What follows belongs to an exercise in optimizing a design on an open flow for a short achievable clock period and few clock cycles; a production flow would make more cautious choices.
Only simulation tests tie the RTL to the original design; equivalence was not proved.
Power figures rest on the tool's default switching activity, not on a simulated workload.

<file path="config.mk">
export PLATFORM = sky130hd
export DESIGN_NAME = mcpu_top
export DESIGN_NICKNAME = mcpu_top
export VERILOG_FILES = /design/flow/design.v
export SDC_FILE = /design/flow/constraint.sdc
export NUM_CORES = 4
export LEC_CHECK = 0
export CAP_MARGIN = 20
export CORE_MARGIN = 2
export CORE_UTILIZATION = 55
export PLACE_DENSITY = 0.65
export SLEW_MARGIN = 20
</file>
<file path="flow/run.sh">
#!/bin/bash
# Own flow: the standard layout script (standard.sh: the standard flow's synthesis
# script, SDC and ORFS steps) with two ORFS settings changed on its command line:
#  - ADDER_MAP_FILE empty: adders are left to ABC instead of being mapped to
#    full-adder cells, which gives much faster carry logic;
#  - SETUP_SLACK_MARGIN: the timing repair aims for this much extra setup slack,
#    so that the paths come out well below the clock period.
# The SDC (clock period, I/O delays, loads) is the standard flow's, unchanged.
set -uo pipefail
MARGIN=$(cat flow/margin.txt 2>/dev/null || echo 8.5)
bash standard.sh ADDER_MAP_FILE= SETUP_SLACK_MARGIN=$MARGIN finish > standard_flow.log 2>&1
rc=$?
tail -20 standard_flow.log
exit $rc
</file>
<file path="constraint.sdc">
create_clock -name core_clock -period 12.0 [get_ports {clk}]
set_input_delay 2.4000 -clock core_clock [delete_from_list [all_inputs] [get_ports {clk}]]
set_output_delay 2.4000 -clock core_clock [all_outputs]
set_load 0.01 [all_outputs]
</file>
<file path="design.v">
`timescale 1ns / 1ps
module mcpu_top(input clk,
                input reset,
                input [31:0] Data_in,
                output mem_w,
                output [31:0] Addr_out,
                output [31:0] Data_out);
    localparam S_ADD = 0, S_SUB = 1, S_AND = 2, S_OR = 3, S_XOR = 4, S_NOR = 5,
               S_SLT = 6, S_SLTU = 7, S_SLL = 8, S_SRL = 9, S_LUI = 10, NSEL = 11;
    function [32:0] ksadd;
        input [31:0] a, b;
        input        ci;
        reg   [31:0] g, p, g2, p2, c;
        integer k, l, d;
        begin
            p = a ^ b;
            g = a & b;
            g[0] = g[0] | (p[0] & ci);
            for (l = 0; l < 5; l = l + 1) begin
                d = 1 << l;
                g2 = g;
                p2 = p;
                for (k = 0; k < 32; k = k + 1)
                    if (k >= d) begin
                        g2[k] = g[k] | (p[k] & g[k - d]);
                        p2[k] = p[k] & p[k - d];
                    end
                g = g2;
                p = p2;
            end
            c = {g[30:0], ci};
            ksadd = {g[31], (a ^ b) ^ c};
        end
    endfunction
    reg [31:0] abus;
    reg [31:0] pcF;
    reg        mw;
    reg [31:0] dout;
    assign Addr_out = abus;
    assign mem_w    = mw;
    assign Data_out = dout;
    reg        mcyc;
    reg        m_we;
    reg [4:0]  m_rd;
    reg        dv;
    reg [31:0] dir;
    reg [31:0] dpc4;
    reg [31:0] dpc;
    reg        dpf;       
    reg        run;       
    reg [31:0] ras;       
    reg [31:0] djr;       
    reg        ev;
    reg [NSEL-1:0] esel;
    reg [31:0] ea, eb, esd;
    reg [4:0]  esh;
    reg [4:0]  erd;
    reg        ewe;       
    reg        eldwe;     
    reg        emem, est;
    reg        ebr, ebne, epred, ejr;
    reg [31:0] ealt;
    reg        wwe;
    reg [4:0]  wrd;
    reg [31:0] wval;
    reg        wlwe;
    reg [4:0]  wlrd;
    reg [31:0] wlval;
    reg [32*32-1:32] rfq;   
    reg [31:1] rfv;       
    reg        btv;
    reg [31:0] btpc, bttgt;
    wire [32:0] e_addc = ksadd(ea, eb, 1'b0);
    wire [32:0] e_subc = ksadd(ea, ~eb, 1'b1);
    wire [31:0] e_sum  = e_addc[31:0];
    wire [31:0] e_dif  = e_subc[31:0];
    wire        e_ltu  = ~e_subc[32];
    wire        e_lts  = (ea[31] ^ eb[31]) ? ea[31] : e_dif[31];
    wire [31:0] alu =
          ({32{esel[S_ADD]}}  & e_sum)
        | ({32{esel[S_SUB]}}  & e_dif)
        | ({32{esel[S_AND]}}  & (ea & eb))
        | ({32{esel[S_OR]}}   & (ea | eb))
        | ({32{esel[S_XOR]}}  & (ea ^ eb))
        | ({32{esel[S_NOR]}}  & ~(ea | eb))
        | {31'b0, (esel[S_SLT] & e_lts) | (esel[S_SLTU] & e_ltu)}
        | ({32{esel[S_SLL]}}  & (eb << esh))
        | ({32{esel[S_SRL]}}  & (eb >> esh))
        | ({32{esel[S_LUI]}}  & {eb[31:16], ea[15:0]});
    wire e_exec  = ev;
    wire e_eq    = ea == eb;
    wire e_redir = e_exec & ((ebr & (e_eq ^ ebne ^ epred)) | (ejr & ~e_eq));
    wire [31:0] e_tgt = ejr ? ea : ealt;
    wire e_memst = e_exec & emem;
    wire e_wr    = ewe | eldwe;
    wire [5:0]  d_op = dir[31:26];
    wire [5:0]  d_fn = dir[5:0];
    wire [4:0]  d_rs = dir[25:21];
    wire [4:0]  d_rt = dir[20:16];
    wire [4:0]  d_rdf = dir[15:11];
    wire [31:0] d_imm = {{16{dir[15]}}, dir[15:0]};
    wire d_R    = d_op == 6'h00;
    wire d_jr   = d_R & (d_fn == 6'h08);
    wire d_addi = d_op == 6'h08;
    wire d_andi = d_op == 6'h0c;
    wire d_ori  = d_op == 6'h0d;
    wire d_xori = d_op == 6'h0e;
    wire d_slti = d_op == 6'h0a;
    wire d_sltiu = d_op == 6'h0b;
    wire d_lui  = d_op == 6'h0f;
    wire d_lw   = d_op == 6'h23;
    wire d_sw   = d_op == 6'h2b;
    wire d_beq  = d_op == 6'h04;
    wire d_bne  = d_op == 6'h05;
    wire d_j    = d_op == 6'h02;
    wire d_jal  = d_op == 6'h03;
    wire d_br   = d_beq | d_bne;
    wire d_ialu = d_addi | d_andi | d_ori | d_xori | d_slti | d_sltiu;
    reg [NSEL-1:0] d_sel;
    reg            d_rok;
    always @* begin
        d_sel = {NSEL{1'b0}};
        d_rok = 1'b0;
        if (d_R) begin
            d_rok = 1'b1;
            case (d_fn)
                6'h20: d_sel[S_ADD] = 1'b1;
                6'h22: d_sel[S_SUB] = 1'b1;
                6'h24: d_sel[S_AND] = 1'b1;
                6'h25: d_sel[S_OR] = 1'b1;
                6'h26: d_sel[S_XOR] = 1'b1;
                6'h27: d_sel[S_NOR] = 1'b1;
                6'h2a: d_sel[S_SLT] = 1'b1;
                6'h2b: d_sel[S_SLTU] = 1'b1;
                6'h00: d_sel[S_SLL] = 1'b1;
                6'h04: d_sel[S_SLL] = 1'b1;
                6'h02: d_sel[S_SRL] = 1'b1;
                default: d_rok = 1'b0;
            endcase
        end else begin
            case (d_op)
                6'h0c: d_sel[S_AND] = 1'b1;
                6'h0d: d_sel[S_OR] = 1'b1;
                6'h0e: d_sel[S_XOR] = 1'b1;
                6'h0a: d_sel[S_SLT] = 1'b1;
                6'h0b: d_sel[S_SLTU] = 1'b1;
                6'h0f: d_sel[S_LUI] = 1'b1;
                6'h03: d_sel[S_OR] = 1'b1;     
                default: d_sel[S_ADD] = 1'b1;
            endcase
        end
    end
    wire [4:0] d_dst = d_R ? d_rdf : d_jal ? 5'd31 : d_rt;
    wire       d_we  = (d_rok | d_ialu | d_lui | d_jal) & (d_dst != 5'd0);
    wire       d_ldwe = d_lw & (d_rt != 5'd0);
    wire [32*32-1:0] rf_all = {rfq, 32'b0};
    wire [31:0] rf_s = ((d_rs != 5'd0) & rfv[d_rs]) ? rf_all[32*d_rs +: 32] : 32'b0;
    wire [31:0] rf_t = ((d_rt != 5'd0) & rfv[d_rt]) ? rf_all[32*d_rt +: 32] : 32'b0;
    wire [31:0] l_s  = (wlwe & (wlrd == d_rs)) ? wlval : rf_s;
    wire [31:0] l_t  = (wlwe & (wlrd == d_rt)) ? wlval : rf_t;
    wire [31:0] v_s  = (wwe & (wrd == d_rs)) ? wval : l_s;
    wire [31:0] v_t  = (wwe & (wrd == d_rt)) ? wval : l_t;
    wire [31:0] w_s  = (mcyc & m_we & (m_rd == d_rs)) ? Data_in : v_s;
    wire [31:0] w_t  = (mcyc & m_we & (m_rd == d_rt)) ? Data_in : v_t;
    wire        fe_s = ev & ewe & (erd == d_rs);
    wire        fe_t = ev & ewe & (erd == d_rt);
    wire        a_fe = d_jal ? 1'b0 : d_lui ? fe_t : fe_s;
    wire [31:0] a_ot = d_jal ? dpc4 : d_lui ? w_t : w_s;
    wire [31:0] ea_n = a_fe ? alu : a_ot;
    wire        b_reg = (d_R & ~d_jr) | d_br;
    wire        b_fe  = b_reg & fe_t;
    wire [31:0] b_ot  = b_reg ? w_t : d_lui ? {dir[15:0], 16'b0} : d_jal ? 32'b0 :
                        d_jr ? djr : d_imm;
    wire [31:0] eb_n  = b_fe ? alu : b_ot;
    wire [31:0] sd_n  = fe_t ? alu : w_t;
    wire [32:0] d_btc  = ksadd(dpc4, {d_imm[29:0], 2'b00}, 1'b0);
    wire [31:0] d_btgt = d_btc[31:0];
    wire        d_pred = (d_rs == d_rt) ? d_beq : dir[15];
    wire d_urs   = ~(d_j | d_jal | d_lui);
    wire d_urt   = d_R | d_br | d_sw | d_lui;
    wire ld_use  = ev & eldwe & (((erd == d_rs) & d_urs) | ((erd == d_rt) & d_urt));
    wire d_adv   = dv & run & ~ld_use & ~e_redir;
    wire d_bp    = d_br & d_pred;
    wire d_redir = d_adv & (d_bp ? ~dpf : dpf);
    wire [31:0] d_tgt = d_bp ? d_btgt : dpc4;
    wire d_btw   = dv & d_bp & ~dpf & dir[15];     
    wire        f_hit  = btv & (pcF == btpc);
    wire [32:0] pcF4c  = ksadd(pcF, 32'd4, 1'b0);
    wire [31:0] pcF4   = pcF4c[31:0];
    wire [5:0]  f_op   = Data_in[31:26];
    wire        f_jmp  = f_op[5:1] == 5'b00001;                  
    wire        f_jr   = (f_op == 6'h00) & (Data_in[5:0] == 6'h08);
    wire [31:0] f_jtgt = {pcF4[31:28], Data_in[25:0], 2'b00};
    wire        f_bth  = f_hit & ~f_jmp & ~f_jr;
    wire [31:0] f_next = f_jmp ? f_jtgt : f_jr ? ras : f_hit ? bttgt : pcF4;
    wire        f_acc  = run & ~mcyc & (~dv | d_adv);            
    wire [31:0] pcF_n  = e_redir ? e_tgt : d_redir ? d_tgt : f_acc ? f_next : pcF;
    integer r;
    always @(posedge clk) begin
        for (r = 1; r < 32; r = r + 1)
            if (wwe && wrd == r)
                rfq[32*r +: 32] <= wval;
            else if (wlwe && wlrd == r)
                rfq[32*r +: 32] <= wlval;
    end
    always @(posedge clk or posedge reset) begin
        if (reset) begin
            pcF <= 32'b0; mw <= 1'b0; run <= 1'b0;
            mcyc <= 1'b0; m_we <= 1'b0;
            dv <= 1'b0; ev <= 1'b0; wwe <= 1'b0; wlwe <= 1'b0;
            rfv <= 31'b0; btv <= 1'b0;
        end else begin
            run  <= 1'b1;
            pcF  <= pcF_n;
            mw   <= e_memst & est;
            mcyc <= e_memst;
            m_we <= e_memst & eldwe;
            dv   <= (e_redir | d_redir) ? 1'b0 : f_acc ? 1'b1 : d_adv ? 1'b0 : dv;
            ev   <= d_adv;
            wwe  <= ev & ewe;
            wlwe <= mcyc & m_we;
            if (wwe)
                rfv[wrd] <= 1'b1;
            if (wlwe)
                rfv[wlrd] <= 1'b1;
            if (d_btw)
                btv <= 1'b1;
        end
    end
    always @(posedge clk) begin
        abus <= e_memst ? e_sum : pcF_n;
        dout <= esd;
        m_rd <= erd;
        if (f_acc) begin
            dir  <= Data_in;
            dpc4 <= pcF4;
            dpc  <= pcF;
            dpf  <= f_bth;
            djr  <= ras;
            if (f_op == 6'h03)
                ras <= pcF4;
        end
        begin
            esel    <= d_sel;
            ea      <= ea_n;
            eb      <= eb_n;
            esd     <= sd_n;
            esh     <= dir[10:6];
            erd     <= d_dst;
            ewe     <= d_we;
            eldwe   <= d_ldwe;
            emem    <= d_lw | d_sw;
            est     <= d_sw;
            ebr     <= d_br;
            ebne    <= d_bne;
            ejr     <= d_jr;
            epred   <= d_pred;
            ealt    <= d_pred ? dpc4 : d_btgt;
        end
        wrd   <= erd;
        wval  <= alu;
        wlrd  <= m_rd;
        wlval <= Data_in;
        if (d_btw) begin
            btpc  <= dpc;
            bttgt <= d_btgt;
        end
    end
endmodule
</file>
<file path="standard.sh">
#!/bin/bash
# synth_recipe.tcl (not shown) runs the flow's synth.tcl, then flattens the netlist and writes it again
# the make line also repeats each setting of config.mk as NAME=value (left out here)
make -C /OpenROAD-flow-scripts/flow DESIGN_CONFIG=/design/flow/config.mk WORK_HOME=/design/flow/orfs CLKGATE_MAP_FILE= SYNTH_SCRIPT=/design/flow/synth_recipe.tcl "${@:-finish}"
</file>
<file path="flow/margin.txt">
8.5
</file>
==> results of run 1 <==
[flip-flops by register name, indices dropped and copies added, names as in the netlist, 31 cells and up]
name   cells
bttgt     32
pcF       32
ealt      32
djr       32
rfq      992
ea        32
dout      32
eb        32
ras       32
dir       32
rfv       31
wval      32
wlval     32
dpc       32
abus      32
esd       32
[worst reg2reg max path, delay by kind of cell, from the launching register on]
kind	cells	cell delay, ns
simple gates	5	1.82
compound gates	4	0.95
flops	1	0.67
xor+xnor	1	0.16
[per-stage QoR]
stage / std cells / setup WS (ns) / hold slack (ns) / instance area, sq um
floorplan: 7131 / 7.66 / 0.310 / 93900
global placement: 8877 / 5.88 / 0.314 / 96700
detailed placement: 8877 / 5.77 / 0.315 / 96800
CTS: 9356 / 8.11 / 0.328 / 106000
global route: 9536 / 8.14 / 0.330 / 109000
finish: 9545 / 8.12 / 0.327 / 109000
[path summary, 6_finish.rpt]
kind / end / cells after the start / from
max: Addr_out[14] / 1 / abus[14]
max reg2reg: abus[31] / 10 / dpc4[24]
min: dout[6] / 0 / esd[6]
min in group asynchronous: rfv[29] / 2 / reset
max in group asynchronous: pcF[27] / 3 / reset
min reg2reg: dout[6] / 0 / esd[6]
[power groups by stage]
| stage | clock network [uW] | logic, uW | registers [uW] |
|---|---|---|---|
| after floorplan | 0 | 1840 | 6440 |
| after global placement | 0 | 2600 | 6840 |
| after detailed placement | 0 | 2620 | 6840 |
| after CTS | 5270 | 2880 | 6740 |
| after global routing | 5490 | 3290 | 6790 |
| final | 5290 | 3220 | 6790 |
[cells by family after synthesis]
kind of cell / after synthesis / synth area share [%]
AOI/OAI and AO/OA: 1196 / 8.89
xor gates and xnor gates: 258 / 2.45
adders and majority gates: 32 / 0.342
buffers and inverters: 886 / 3.78
DFF: 1580 / 47.1
muxes: 1986 / 31.3
other: 1 / 0.00401
and+or+nand+nor: 1192 / 6.11
[metal layers]
layer	part of all wire, %	global-route usage [%]	vias to the layer above	wire length [microns]
met1	33	56.7	36600	136000
li1	-	-	28200	-
met4	10	35.0	10	41800
met5	0.016	0	-	66
met3	14	12.8	1756	55400
met2	43	66.2	6346	175000
[timing repair]
item / CTS / global route
gates resized for setup: 871 / 296
buffers inserted: 119 / 147
cloned: 41 / 33
endpoints found under the setup margin: 1013 / 525
pin swaps: 78 / 87
[cell type report]
| cell class | count | area [sq um] |
|---|---|---|
| tap | 2218 | 2780 |
| timing repair buffer | 646 | 7380 |
| inverter | 90 | 389 |
| clock buffer | 229 | 4770 |
| fill | 12600 | 59900 |
| timing repair inverter | 1 | 8.76 |
| sequential | 1580 | 44400 |
| multi-input combinational | 4682 | 48900 |
| antenna | 9 | 22.5 |
| clock inverter | 90 | 693 |
[layout by cell type, fill, tap and decap left out, types with 62 or more instances in the layout]
| cell type | synthesis | routed |
|---|---|---|
| sky130_fd_sc_hd__a21oi_1 | 254 | 231 |
| sky130_fd_sc_hd__buf_4 | 8 | 371 |
| sky130_fd_sc_hd__buf_6 | 8 | 116 |
| sky130_fd_sc_hd__clkbuf_16 | 0 | 200 |
| sky130_fd_sc_hd__dfrtp_1 | 72 | 71 |
| sky130_fd_sc_hd__dfxtp_1 | 295 | 162 |
| sky130_fd_sc_hd__dfxtp_2 | 0 | 102 |
| sky130_fd_sc_hd__edfxtp_1 | 1213 | 1213 |
| sky130_fd_sc_hd__inv_1 | 81 | 76 |
| sky130_fd_sc_hd__mux2_2 | 1107 | 1095 |
| sky130_fd_sc_hd__mux2i_1 | 236 | 192 |
| sky130_fd_sc_hd__mux4_2 | 642 | 642 |
| sky130_fd_sc_hd__nand2_1 | 354 | 323 |
| sky130_fd_sc_hd__nand3_1 | 70 | 62 |
| sky130_fd_sc_hd__nor2_1 | 329 | 308 |
| sky130_fd_sc_hd__o21ai_0 | 254 | 199 |
| sky130_fd_sc_hd__o221ai_1 | 77 | 64 |
| sky130_fd_sc_hd__xnor2_1 | 158 | 136 |
| sky130_fd_sc_hd__xor2_1 | 96 | 89 |
==> run_summary.xml, run 1 <==
<?xml version="1.0" encoding="UTF-8"?>
<metrics>
  <group name="run_status">
    <metric name="outcome" unit="">timing/DRC/antenna clean</metric>
  </group>
  <group name="job">
    <metric name="cap_viol_max_count" unit="">0</metric>
  </group>
  <group name="yosys">
    <metric name="post_synth_inst_count" unit="">7131</metric>
    <metric name="postSynth.asyncResetShare" unit="%">4.56</metric>
    <metric name="synth_flop_cell" unit="">sky130_fd_sc_hd__edfxtp_1</metric>
    <metric name="synthesis.area" unit="sq um">93600</metric>
    <metric name="synth_enable_flop_cells" unit="">1213</metric>
    <metric name="yosys.area.top_type" unit="">sky130_fd_sc_hd__edfxtp_1</metric>
    <metric name="yosysTopAreaCellShare" unit="%">38.9</metric>
    <metric name="syn-num-nets" unit="">7165</metric>
    <metric name="synth_seq_cells" unit="">1580</metric>
    <metric name="synth_cell_type_count" unit="">113</metric>
    <metric name="synth_warnings" unit="">1</metric>
    <metric name="yosysSeqAreaShare" unit="%">47.1</metric>
    <metric name="top_cells_by_area_in_the_synthesized_netlist" unit="">sky130_fd_sc_hd__edfxtp_1 39%, sky130_fd_sc_hd__mux4_2 15%, sky130_fd_sc_hd__mux2_2 13%</metric>
    <metric name="syn-mean-instance-area" unit="sq um">13.1</metric>
    <metric name="ys_top_cells_by_count" unit="">1213 x sky130_fd_sc_hd__edfxtp_1, 1107 x sky130_fd_sc_hd__mux2_2, 642 x sky130_fd_sc_hd__mux4_2</metric>
    <metric name="yosysMostFrequentCell" unit="">sky130_fd_sc_hd__edfxtp_1</metric>
  </group>
  <group name="power">
    <metric name="p_total" unit="uW">15300</metric>
    <metric name="pwr-share-seq" unit="%">44.4</metric>
    <metric name="power_report.internal_total" unit="uW">10500</metric>
    <metric name="p_sw_share" unit="%">31.6</metric>
    <metric name="power.switching" unit="uW">4840</metric>
    <metric name="power_density" unit="nW/um^2">140</metric>
    <metric name="share_comb_of_total_power" unit="%">21.0</metric>
    <metric name="ir_drop" unit="mV">0.176</metric>
    <metric name="clock_power_share" unit="%">34.6</metric>
    <metric name="power.static_leakage" unit="uW">0.0374</metric>
  </group>
  <group name="clock_network">
    <metric name="clk_pin_slew_worst_paths" unit="ns">0.07</metric>
    <metric name="number_of_buffers_added_by_the_clock_tree_synthesis_step" unit="">174</metric>
    <metric name="clock_sinks" unit="">1580</metric>
    <metric name="insertion_delay" unit="ns">0.89</metric>
    <metric name="cts-htree-levels" unit="">4</metric>
    <metric name="tritoncts" unit="">built</metric>
    <metric name="cts.hold.buffers_added" unit="">0</metric>
    <metric name="cts.root.buffer_cell" unit="">sky130_fd_sc_hd__clkbuf_16</metric>
    <metric name="clockBufferDepth" unit="">3</metric>
  </group>
  <group name="place">
    <metric name="port_buffers" unit="">98</metric>
    <metric name="detailedPlacementHpwl" unit="mm">240</metric>
    <metric name="globalplace.congestion" unit="">1.04</metric>
  </group>
  <group name="sta">
    <metric name="post_route_skew" unit="ns">0.0591</metric>
    <metric name="slew_viol_final" unit="">0</metric>
    <metric name="tightestPinTransition" unit="ns">1.21</metric>
    <metric name="rsz0062_at_grt" unit="">true</metric>
    <metric name="post-route-min-period" unit="ns">3.88</metric>
    <metric name="setup_tns" unit="ns">0</metric>
    <metric name="final-hold-violation-count" unit="">0</metric>
    <metric name="maximum_clock_rate" unit="MHz">257</metric>
    <metric name="period_share" unit="%">32.4</metric>
    <metric name="worst_slew_margin_rel" unit="%">19.2</metric>
    <metric name="final-setup-viol-count" unit="">0</metric>
  </group>
  <group name="routing">
    <metric name="route.vias.total" unit="">72900</metric>
    <metric name="detailedRoute.firstPassIterationCount" unit="">7</metric>
    <metric name="detail_route.drc_violations" unit="">0</metric>
    <metric name="initialDrtViolationCount" unit="">13000</metric>
    <metric name="drt_via_density" unit="">7.64</metric>
    <metric name="wl" unit="mm">408</metric>
    <metric name="wl_per_cell" unit="microns">42.7</metric>
    <metric name="post_route_ant_nets" unit="">0</metric>
  </group>
  <group name="critical_path">
    <metric name="setup.worst_path.end_class" unit="">output port</metric>
    <metric name="crit_arrival" unit="ns">1.48</metric>
    <metric name="worst_path_largest_cell_delay" unit="ns">0.45</metric>
    <metric name="crit_fanout" unit="">1</metric>
    <metric name="cp_cell_sequence" unit="">buf_6</metric>
    <metric name="critPathKind" unit="">reg -&gt; out</metric>
    <metric name="cp.buffers_inverters" unit="">1</metric>
    <metric name="critical_path_required" unit="ns">9.60</metric>
    <metric name="critical_path.startpoint_type" unit="">flip-flop</metric>
    <metric name="top_delay_family_on_crit_path" unit="">flip-flops</metric>
    <metric name="cp_slowest_cell" unit="">sky130_fd_sc_hd__dfxtp_4</metric>
    <metric name="reg2reg_slack" unit="ns">8.30</metric>
  </group>
  <group name="die">
    <metric name="std_cell_rows" unit="">151</metric>
    <metric name="design.core.area" unit="sq um">169000</metric>
    <metric name="floorplan.die.height" unit="microns">417</metric>
    <metric name="initial_utilization" unit="%">55.3</metric>
    <metric name="io_pins" unit="">99</metric>
    <metric name="design.die.area" unit="sq um">174000</metric>
    <metric name="chipWidth" unit="microns">417</metric>
  </group>
  <group name="global_route">
    <metric name="grt_start_max_net_pins" unit="">63</metric>
    <metric name="grt_pass1_vias" unit="">68400</metric>
    <metric name="grt.overflow.total" unit="">0</metric>
    <metric name="grt_antenna_before_repair" unit="">18</metric>
    <metric name="wire_length_of_the_first_global_routing_pass" unit="mm">545</metric>
    <metric name="gr-usage-all-layers" unit="%">45.1</metric>
  </group>
  <group name="hold_path">
    <metric name="hold_class" unit="">reg -&gt; reg</metric>
  </group>
  <group name="layout">
    <metric name="areaGrowthSynthToFinish" unit="%">16.8</metric>
    <metric name="final_net_count" unit="">7209</metric>
    <metric name="drive_above_1_share" unit="%">44.3</metric>
    <metric name="post-route-util" unit="%">64.6</metric>
  </group>
</metrics>
Testbench counts, summed over its fixed seeds: cycles 12,982.
==> inputs of run 2 (changes only) <==
--- a/config.mk
+++ b/config.mk
@@ -7,6 +7,6 @@
 export LEC_CHECK = 0
 export CAP_MARGIN = 20
 export CORE_MARGIN = 2
-export CORE_UTILIZATION = 55
-export PLACE_DENSITY = 0.65
+export CORE_UTILIZATION = 30
+export PLACE_DENSITY = 0.45
 export SLEW_MARGIN = 20
==> run 2 against run 1 <==
  * Non-clock buffer count grew 229
  * Critical path type unchanged
  * Synthesized area unchanged
  * Die area grew 82%
  * Count of clock-buffer cells in the layout up 21
  * Core utilization shrank 27 points
  * Register-to-register slack barely moved
  * Synthesized cell count did not move
  * Power rose by 6.8%
  * Fmax grew 0.61%
  * Cell count grew 23%
  * Via count grew 0.34%
==> run_summary.xml, run 2 <==
<?xml version="1.0" encoding="UTF-8"?>
<metrics>
  <group name="run_status">
    <metric name="outcome" unit="">timing/DRC/antenna clean</metric>
  </group>
  <group name="layout">
    <metric name="number_of_flip_flops_in_the_largest_register" unit="">992</metric>
    <metric name="layout.cells.most_common" unit="">sky130_fd_sc_hd__edfxtp_1</metric>
    <metric name="post-route-cell-area" unit="sq um">117000</metric>
    <metric name="most-common-layout-cells" unit="">1213 x sky130_fd_sc_hd__edfxtp_1, 1079 x sky130_fd_sc_hd__mux2_2, 642 x sky130_fd_sc_hd__mux4_2</metric>
    <metric name="areaGrowthSynthToFinish" unit="%">24.6</metric>
    <metric name="drive_above_1_share" unit="%">48.2</metric>
    <metric name="top_register" unit="">rfq</metric>
    <metric name="final_net_count" unit="">7453</metric>
  </group>
  <group name="critical_path">
    <metric name="cp_slowest_cell" unit="">sky130_fd_sc_hd__dfxtp_4</metric>
    <metric name="critical_path.startpoint_type" unit="">flip-flop</metric>
    <metric name="top_delay_family_on_crit_path" unit="">flip-flops</metric>
    <metric name="r2r.worst_path.cells" unit="">12</metric>
    <metric name="crit_fanout" unit="">1</metric>
    <metric name="cp.buffers_inverters" unit="">1</metric>
    <metric name="crit_arrival" unit="ns">1.46</metric>
    <metric name="launch_instance_of_the_worst_register_to_register_path" unit="">dir[22]</metric>
    <metric name="critPathKind" unit="">reg -&gt; out</metric>
    <metric name="timing.critical_path.depth" unit="">1</metric>
    <metric name="cp_cell_sequence" unit="">buf_6</metric>
    <metric name="critical_path_required" unit="ns">9.60</metric>
    <metric name="reg2reg_slack" unit="ns">8.30</metric>
    <metric name="r2r-end" unit="">ea[5]</metric>
    <metric name="worst_path_largest_cell_delay" unit="ns">0.41</metric>
    <metric name="cp-startpoint" unit="">abus[29]</metric>
    <metric name="setup.worst_path.end_class" unit="">output port</metric>
    <metric name="crit_path_to" unit="">Addr_out[29]</metric>
  </group>
  <group name="yosys">
    <metric name="synth_seq_cells" unit="">1580</metric>
    <metric name="synthesis.area" unit="sq um">93600</metric>
    <metric name="yosysTopAreaCellShare" unit="%">38.9</metric>
    <metric name="synth_cell_type_count" unit="">113</metric>
    <metric name="yosysMostFrequentCell" unit="">sky130_fd_sc_hd__edfxtp_1</metric>
    <metric name="top_cells_by_area_in_the_synthesized_netlist" unit="">sky130_fd_sc_hd__edfxtp_1 39%, sky130_fd_sc_hd__mux4_2 15%, sky130_fd_sc_hd__mux2_2 13%</metric>
    <metric name="synth_flop_cell" unit="">sky130_fd_sc_hd__edfxtp_1</metric>
    <metric name="yosys.area.top_type" unit="">sky130_fd_sc_hd__edfxtp_1</metric>
    <metric name="yosysSeqAreaShare" unit="%">47.1</metric>
    <metric name="ys_top_cells_by_count" unit="">1213 x sky130_fd_sc_hd__edfxtp_1, 1107 x sky130_fd_sc_hd__mux2_2, 642 x sky130_fd_sc_hd__mux4_2</metric>
    <metric name="post_synth_inst_count" unit="">7131</metric>
    <metric name="syn-mean-instance-area" unit="sq um">13.1</metric>
    <metric name="synth_warnings" unit="">1</metric>
    <metric name="syn-num-nets" unit="">7165</metric>
    <metric name="synth_enable_flop_cells" unit="">1213</metric>
    <metric name="postSynth.asyncResetShare" unit="%">4.56</metric>
  </group>
  <group name="hold_path">
    <metric name="hold_class" unit="">reg -&gt; reg</metric>
  </group>
  <group name="clock_network">
    <metric name="clock_sinks" unit="">1580</metric>
    <metric name="insertion_delay" unit="ns">0.94</metric>
    <metric name="cts.root.buffer_cell" unit="">sky130_fd_sc_hd__clkbuf_16</metric>
    <metric name="cts-htree-levels" unit="">4</metric>
    <metric name="clk_pin_slew_worst_paths" unit="ns">0.07</metric>
    <metric name="clockBufferDepth" unit="">4</metric>
    <metric name="number_of_buffers_added_by_the_clock_tree_synthesis_step" unit="">198</metric>
    <metric name="tritoncts" unit="">built</metric>
  </group>
  <group name="global_route">
    <metric name="grt_pass1_vias" unit="">69900</metric>
    <metric name="groute.layer.met3.usage" unit="%">6.63</metric>
    <metric name="grt.overflow.total" unit="">0</metric>
    <metric name="grt_antenna_before_repair" unit="">32</metric>
    <metric name="grt_start_max_net_pins" unit="">64</metric>
    <metric name="global_route.usage.met1" unit="%">38.6</metric>
    <metric name="wire_length_of_the_first_global_routing_pass" unit="mm">634</metric>
    <metric name="gr-max-usage-layer" unit="">met2</metric>
    <metric name="gr-usage-all-layers" unit="%">29.1</metric>
    <metric name="grt_util_met2" unit="%">44.7</metric>
  </group>
  <group name="place">
    <metric name="detailedPlacementHpwl" unit="mm">285</metric>
    <metric name="placed_area" unit="sq um">99600</metric>
    <metric name="globalplace.congestion" unit="">0.935</metric>
    <metric name="port_buffers" unit="">98</metric>
  </group>
  <group name="die">
    <metric name="design.core.area" unit="sq um">311000</metric>
    <metric name="floorplan.die.height" unit="microns">563</metric>
    <metric name="chipWidth" unit="microns">563</metric>
    <metric name="io_pins" unit="">99</metric>
    <metric name="design.die.area" unit="sq um">317000</metric>
    <metric name="std_cell_rows" unit="">205</metric>
    <metric name="initial_utilization" unit="%">30.1</metric>
  </group>
  <group name="sta">
    <metric name="post-route-min-period" unit="ns">3.86</metric>
    <metric name="final-setup-viol-count" unit="">0</metric>
    <metric name="period_share" unit="%">32.2</metric>
    <metric name="post_route_skew" unit="ns">0.105</metric>
    <metric name="final-hold-violation-count" unit="">0</metric>
    <metric name="maximum_clock_rate" unit="MHz">259</metric>
    <metric name="rsz0062_at_grt" unit="">true</metric>
    <metric name="slew_viol_final" unit="">0</metric>
    <metric name="tightestPinTransition" unit="ns">1.17</metric>
    <metric name="worst_slew_margin_rel" unit="%">22.3</metric>
    <metric name="setup_tns" unit="ns">0</metric>
  </group>
  <group name="routing">
    <metric name="route.vias.total" unit="">73100</metric>
    <metric name="wl" unit="mm">477</metric>
    <metric name="post_route_ant_nets" unit="">0</metric>
    <metric name="wl_per_cell" unit="microns">40.7</metric>
    <metric name="detailedRoute.firstPassIterationCount" unit="">7</metric>
    <metric name="initialDrtViolationCount" unit="">10500</metric>
    <metric name="drt_via_density" unit="">6.24</metric>
    <metric name="detail_route.drc_violations" unit="">0</metric>
  </group>
  <group name="power">
    <metric name="p_total" unit="uW">16300</metric>
    <metric name="power_density" unit="nW/um^2">140</metric>
    <metric name="power.static_leakage" unit="uW">0.0397</metric>
    <metric name="ir_drop" unit="mV">0.132</metric>
  </group>
  <group name="job">
    <metric name="cap_viol_max_count" unit="">0</metric>
  </group>
</metrics>
-- run 2: power by group --
part | switching [uW] | internal (uW) | total [uW]
clock | 2590 | 3400 | 5990
combinational | 2200 | 1490 | 3680
sequential | 466 | 6190 | 6660
-- run 2: worst min path at each step --
stage | startpoint | endpoint | slack [ns] | cells past startpoint
finish | esd[1] | dout[1] | 0.31 | 0
global route | esd[1] | dout[1] | 0.33 | 0
CTS | esd[1] | dout[1] | 0.32 | 0
detailed placement | esd[30] | dout[30] | 0.31 | 0
global placement | esd[2] | dout[2] | 0.31 | 0
floorplan | esd[0] | dout[0] | 0.31 | 0
-- run 2: per-layer routing --
layer	up-vias	part of all wire, %
met5	-	0.023
met4	16	6.2
met3	1096	9.9
met2	4606	44
met1	38700	40
li1	28700	-
-- run 2: kinds of logic (layout without fill, tap and decap cells) --
family | after synthesis | after routing | synth area share, %
adders and majority gates | 32 | 32 | 0.342
xor gates and xnor gates | 258 | 258 | 2.45
buffers and inverters | 886 | 1324 | 3.78
AOI/OAI and AO/OA | 1196 | 1196 | 8.89
and+or+nand+nor | 1192 | 1198 | 6.11
muxes | 1986 | 1986 | 31.3
DFF | 1580 | 1580 | 47.1
other | 1 | 7 | 0.00401
-- run 2: per-stage QoR --
stage | hold WS (ns) | utilization [%] | std cells | setup WS [ns]
3_5_place_dp | 0.313 | 32.0 | 10900 | 5.88
4_1_cts | 0.319 | 36.4 | 11600 | 7.80
2_1_floorplan | 0.310 | - | 7131 | 7.66
6_report | 0.314 | 37.5 | 11700 | 8.14
5_1_grt | 0.327 | 37.5 | 11700 | 8.13
3_3_place_gp | 0.314 | 32.0 | 10900 | 5.83
-- run 2: final cells by class --
| type | count | area, sq um |
|---|---|---|
| timing repair inverter | 3 | 26.3 |
| tap | 4140 | 5180 |
| multi-input combinational | 4671 | 50000 |
| timing repair buffer | 875 | 10400 |
| sequential | 1580 | 44400 |
| inverter | 90 | 395 |
| clock inverter | 106 | 968 |
| clock buffer | 250 | 5260 |
| antenna | 6 | 15.0 |
| fill | 29500 | 194000 |
-- run 2: repair_timing --
action,in CTS,in global routing
setup endpoints to repair,1130,617
cloned,58,16
pin swaps,114,160
setup buffers,280,148
hold buffers,0,0
resized for setup,1188,395
==> inputs of run 3 (changes only) <==
--- a/design.v
+++ b/design.v
@@ -59,6 +59,7 @@
     reg        eldwe;     
     reg        emem, est;
     reg        ebr, ebne, epred, ejr;
+    reg        ezv, ez;   
     reg [31:0] ealt;
     reg        wwe;
     reg [4:0]  wrd;
@@ -175,7 +176,16 @@
     wire [31:0] sd_n  = fe_t ? alu : w_t;
     wire [32:0] d_btc  = ksadd(dpc4, {d_imm[29:0], 2'b00}, 1'b0);
     wire [31:0] d_btgt = d_btc[31:0];
-    wire        d_pred = (d_rs == d_rt) ? d_beq : dir[15];
+    wire        d_spred = (d_rs == d_rt) ? d_beq : dir[15];
+    wire        fm_s = mcyc & m_we & (m_rd == d_rs);
+    wire        fw_s = wwe & (wrd == d_rs);
+    wire        fl_s = wlwe & (wlrd == d_rs);
+    wire        d_zv = (d_addi | d_andi) & ~fe_s & ~fm_s & ~fw_s & ~fl_s;
+    wire        d_z  = d_addi ? ((rf_s ^ d_imm) == {(rf_s[30:0] | d_imm[30:0]), 1'b0})
+                              : ((rf_s & d_imm) == 32'b0);
+    wire        d_zc    = (d_rt == 5'd0) & (d_rs != 5'd0);
+    wire        d_early = d_zc & fe_s & ezv;
+    wire        d_pred  = d_early ? (ez ^ d_bne) : d_spred;
     wire d_urs   = ~(d_j | d_jal | d_lui);
     wire d_urt   = d_R | d_br | d_sw | d_lui;
     wire ld_use  = ev & eldwe & (((erd == d_rs) & d_urs) | ((erd == d_rt) & d_urt));
@@ -183,7 +193,7 @@
     wire d_bp    = d_br & d_pred;
     wire d_redir = d_adv & (d_bp ? ~dpf : dpf);
     wire [31:0] d_tgt = d_bp ? d_btgt : dpc4;
-    wire d_btw   = dv & d_bp & ~dpf & dir[15];     
+    wire d_btw   = dv & d_br & d_spred & ~dpf & dir[15];   
     wire        f_hit  = btv & (pcF == btpc);
     wire [32:0] pcF4c  = ksadd(pcF, 32'd4, 1'b0);
     wire [31:0] pcF4   = pcF4c[31:0];
@@ -255,6 +265,8 @@
             ebne    <= d_bne;
             ejr     <= d_jr;
             epred   <= d_pred;
+            ezv     <= d_zv;
+            ez      <= d_z;
             ealt    <= d_pred ? dpc4 : d_btgt;
         end
         wrd   <= erd;
==> run 3 against run 2 <==
  * Die area rose by 0.31%
  * Sequential power is 4.7% higher
  * Still clean
  * Register-to-register slack got worse by 0.29 ns
  * Final area grew 3.3%
  * Largest power group unchanged
  * Flip-flop and latch count rose by 2
  * Largest cell class unchanged
  * Core utilization grew 1.2 points
  * Sequential share of layout area is 1.2 points lower
  * Via count grew 5.6%
  * Critical endpoint is now ez
  * First-iteration DRC count up 12%
  * Critical path depth grew 13
  * Hold slack better by 0.012 ns
  * Synthesized cell count up 4.4%
==> run_summary.xml, run 3 <==
<?xml version="1.0" encoding="UTF-8"?>
<metrics>
  <group name="run_status">
    <metric name="outcome" unit="">timing/DRC/antenna clean</metric>
  </group>
  <group name="yosys">
    <metric name="synth.area.mux_share" unit="%">29.6</metric>
    <metric name="yosysTopAreaCellShare" unit="%">38.8</metric>
    <metric name="yosysMostFrequentCell" unit="">sky130_fd_sc_hd__edfxtp_1</metric>
    <metric name="synth_warnings" unit="">1</metric>
    <metric name="synth_flop_cell" unit="">sky130_fd_sc_hd__edfxtp_1</metric>
    <metric name="syn-num-nets" unit="">7482</metric>
    <metric name="post_synth_inst_count" unit="">7448</metric>
    <metric name="yosys.area_share.xor_xnor" unit="%">2.67</metric>
    <metric name="syn-mean-instance-area" unit="sq um">12.6</metric>
    <metric name="yosysSeqAreaShare" unit="%">47.0</metric>
    <metric name="yosys.area.top_type" unit="">sky130_fd_sc_hd__edfxtp_1</metric>
    <metric name="ys_top_cells_by_count" unit="">1213 x sky130_fd_sc_hd__edfxtp_1, 1157 x sky130_fd_sc_hd__mux2_2, 604 x sky130_fd_sc_hd__clkbuf_1</metric>
    <metric name="synth_enable_flop_cells" unit="">1213</metric>
    <metric name="top_cells_by_area_in_the_synthesized_netlist" unit="">sky130_fd_sc_hd__edfxtp_1 39%, sky130_fd_sc_hd__mux2_2 14%, sky130_fd_sc_hd__mux4_2 13%</metric>
    <metric name="synth_cell_type_count" unit="">100</metric>
    <metric name="synthesis.area" unit="sq um">93900</metric>
    <metric name="yosys.area_share.adder" unit="%">0.522</metric>
    <metric name="synth-simple-area-share" unit="%">6.82</metric>
    <metric name="synth_seq_cells" unit="">1582</metric>
    <metric name="combinational_family_with_the_most_area_after_synthesis" unit="">multiplexers</metric>
    <metric name="postSynth.asyncResetShare" unit="%">4.55</metric>
    <metric name="synth_compound_area_share" unit="%">9.35</metric>
  </group>
  <group name="clock_network">
    <metric name="tritoncts" unit="">built</metric>
    <metric name="cts-htree-levels" unit="">4</metric>
    <metric name="number_of_buffers_added_by_the_clock_tree_synthesis_step" unit="">194</metric>
    <metric name="cts.root.buffer_cell" unit="">sky130_fd_sc_hd__clkbuf_16</metric>
    <metric name="clockBufferDepth" unit="">4</metric>
    <metric name="cts.hold.buffers_added" unit="">0</metric>
    <metric name="clk_pin_slew_worst_paths" unit="ns">0.07</metric>
    <metric name="clock_sinks" unit="">1582</metric>
    <metric name="insertion_delay" unit="ns">0.92</metric>
  </group>
  <group name="critical_path">
    <metric name="reg2reg_slack" unit="ns">8.01</metric>
    <metric name="critical_path.startpoint_type" unit="">flip-flop</metric>
    <metric name="crit_fanout" unit="">5</metric>
    <metric name="crit_arrival" unit="ns">4.80</metric>
    <metric name="critical_path_required" unit="ns">12.80</metric>
    <metric name="critPathKind" unit="">reg -&gt; reg</metric>
    <metric name="setup.worst_path.end_class" unit="">flip-flop</metric>
  </group>
  <group name="power">
    <metric name="power_density" unit="nW/um^2">150</metric>
    <metric name="power.static_leakage" unit="uW">0.0414</metric>
    <metric name="ir_drop" unit="mV">0.130</metric>
  </group>
  <group name="layout">
    <metric name="areaGrowthSynthToFinish" unit="%">28.3</metric>
    <metric name="layout.filler_cells" unit="">29500</metric>
    <metric name="final_net_count" unit="">7911</metric>
    <metric name="layout.cells.most_common" unit="">sky130_fd_sc_hd__edfxtp_1</metric>
    <metric name="number_of_flip_flops_in_the_largest_register" unit="">992</metric>
    <metric name="drive_above_1_share" unit="%">48.2</metric>
    <metric name="post-route-cell-area" unit="sq um">121000</metric>
    <metric name="top_register" unit="">rfq</metric>
    <metric name="post_layout_nonfiller_instances" unit="">12200</metric>
    <metric name="most-common-layout-cells" unit="">1213 x sky130_fd_sc_hd__edfxtp_1, 1094 x sky130_fd_sc_hd__mux2_2, 563 x sky130_fd_sc_hd__mux4_2</metric>
    <metric name="post-route-util" unit="%">38.7</metric>
  </group>
  <group name="global_route">
    <metric name="global_route.usage.met1" unit="%">39.5</metric>
    <metric name="grt.overflow.total" unit="">0</metric>
    <metric name="gr-max-usage-layer" unit="">met2</metric>
    <metric name="gr-usage-all-layers" unit="%">30.7</metric>
    <metric name="groute.layer.met3.usage" unit="%">7.29</metric>
    <metric name="wire_length_of_the_first_global_routing_pass" unit="mm">668</metric>
    <metric name="grt_start_max_net_pins" unit="">56</metric>
    <metric name="grt_antenna_before_repair" unit="">43</metric>
    <metric name="grt_pass1_vias" unit="">72900</metric>
    <metric name="grt_util_met2" unit="%">46.4</metric>
  </group>
  <group name="die">
    <metric name="io_pins" unit="">99</metric>
    <metric name="design.core.area" unit="sq um">312000</metric>
    <metric name="std_cell_rows" unit="">205</metric>
    <metric name="initial_utilization" unit="%">30.1</metric>
    <metric name="floorplan.die.height" unit="microns">564</metric>
    <metric name="design.die.area" unit="sq um">318000</metric>
    <metric name="chipWidth" unit="microns">564</metric>
  </group>
  <group name="place">
    <metric name="place_inst" unit="">11200</metric>
    <metric name="placed_area" unit="sq um">100000</metric>
    <metric name="port_buffers" unit="">98</metric>
    <metric name="detailedPlacementHpwl" unit="mm">306</metric>
    <metric name="globalplace.congestion" unit="">0.988</metric>
    <metric name="preCtsSetupSlack" unit="ns">5.93</metric>
  </group>
  <group name="sta">
    <metric name="slew_viol_final" unit="">0</metric>
    <metric name="final-setup-viol-count" unit="">0</metric>
    <metric name="post_route_skew" unit="ns">0.0660</metric>
    <metric name="period_share" unit="%">33.3</metric>
    <metric name="final-hold-violation-count" unit="">0</metric>
    <metric name="rsz0062_at_grt" unit="">true</metric>
    <metric name="worst_slack" unit="ns">8.01</metric>
    <metric name="setup_tns" unit="ns">0</metric>
    <metric name="worst_slew_margin_rel" unit="%">14.6</metric>
    <metric name="tightestPinTransition" unit="ns">1.27</metric>
    <metric name="post-route-min-period" unit="ns">3.99</metric>
    <metric name="maximum_clock_rate" unit="MHz">250</metric>
  </group>
  <group name="routing">
    <metric name="drt_via_density" unit="">6.34</metric>
    <metric name="detail_route.drc_violations" unit="">0</metric>
    <metric name="initialDrtViolationCount" unit="">11700</metric>
    <metric name="route.vias.total" unit="">77200</metric>
    <metric name="post_route_ant_nets" unit="">0</metric>
    <metric name="detailedRoute.firstPassIterationCount" unit="">6</metric>
    <metric name="wl_per_cell" unit="microns">41.6</metric>
    <metric name="wl" unit="mm">507</metric>
  </group>
  <group name="job">
    <metric name="cap_viol_max_count" unit="">0</metric>
  </group>
  <group name="hold_path">
    <metric name="hold_class" unit="">reg -&gt; reg</metric>
  </group>
</metrics>
==> run 3: final cells by class <==
type | instances | area (sq um) | area share, %
clock buffers | 269 | 5340 | 4.43
multi-input cells | 4950 | 51600 | 42.8
repair buffers | 1040 | 12700 | 10.6
repair inverters | 3 | 62.6 | 0.0519
inverters | 106 | 485 | 0.403
well taps | 4140 | 5180 | 4.30
clock inverters | 72 | 623 | 0.517
flip-flops and latches | 1582 | 44500 | 36.9
diodes | 19 | 47.5 | 0.0395
==> run 3: timing repair <==
action / 4_1_cts / 5_1_grt
setup buffers: 382 / 157
pin swaps: 224 / 188
cloned: 86 / 25
setup endpoints to repair: 932 / 705
resized for setup: 1598 / 394
==> run 3: report_power, final <==
group | switching [uW] | internal (uW) | leakage, uW
registers | 669 | 6300 | 0.0144
logic | 3190 | 2090 | 0.0241
clock network | 2540 | 3270 | 0.00291
==> run 3: critical path, stage by stage (launching register included) <==
cell and delay (ns):
sky130_fd_sc_hd__edfxtp_1 0.42, sky130_fd_sc_hd__buf_4 0.15, sky130_fd_sc_hd__buf_12 0.12, sky130_fd_sc_hd__buf_4 0.14, sky130_fd_sc_hd__nor2b_4 0.37, sky130_fd_sc_hd__buf_12 0.21
sky130_fd_sc_hd__a221oi_1 0.11, sky130_fd_sc_hd__a221oi_1 0.23, sky130_fd_sc_hd__nor2_1 0.16, sky130_fd_sc_hd__nor4_2 0.68, sky130_fd_sc_hd__o211ai_1 0.16, sky130_fd_sc_hd__o21ai_0 0.28
sky130_fd_sc_hd__a41oi_2 0.16, sky130_fd_sc_hd__a311o_1 0.36, sky130_fd_sc_hd__o41ai_2 0.32
==> run 3: cell families after synthesis <==
group	after synthesis
AO/OA/AOI/OAI	1288
XOR/XNOR	282
adder cells (fa/ha/maj)	49
buffers and inverters	925
flip-flops	1582
multiplexers	1931
other	1
AND/OR/NAND/NOR	1390
==> run 3: final timing paths <==
kind / end / from / cells past startpoint
setup / recovery: ez / dir[22] / 14
hold / removal: dout[9] / esd[9] / 0
setup reg to reg: ez / dir[22] / 14
hold reg to reg: dout[9] / esd[9] / 0
max in group asynchronous: rfv[18] / reset / 3
min in group asynchronous: pcF[30] / reset / 2
==> run 3: per-stage QoR <==
stage               total power (uW)  hold slack, ns
global placement               10900           0.313
global route                   18400           0.329
floorplan                       8960           0.310
finish                         18100           0.326
detailed placement             10900           0.312
CTS                            17600           0.325
==> run 3: routing by layer <==
metal,up-vias,part of all wire [%]
li1,29900,-
met1,40200,38
met2,5615,43
met3,1442,11
met4,24,7.9
met5,-,0.030
Testbench counts of run 3, summed over its fixed seeds: cycles 12,825.

## port drivers added, routing unchanged
The flow's constraints put no driver on any port. The routed layouts listed below were extracted and timed again, unchanged, in two steps. Step 1: set_driving_cell puts a clkbuf_16 on clk and a buf_2 on each other input, an assumption about the parent block. Step 2 adds t to the input delays and takes it off the output delays; t is the mean of the earliest and latest rising clock arrival at the registers after step 1. Input paths then give back, and output paths get back, about the clock's delay inside the block. Slacks: no drivers / after step 1 / after step 2; pairs: no drivers / after step 1.
run	t, ns	setup WS [ns]	clock arrival spread, ns	worst slew at a driven data input, ns	cell pins on the clock port's net
run 1	0.951	8.116 / 8.029 / 7.353	0.059 / 0.060	0.11	1
run 2	0.976	8.140 / 8.050 / 7.253	0.107 / 0.108	0.09	1
run 3	0.988	8.007 / 8.007 / 7.098	0.066 / 0.067	0.12	1
After both steps setup and hold are still met in every run listed. For run 3, which loses most, drivers alone change the setup slack by 0.000 ns; drivers and shift together by -0.909 ns.
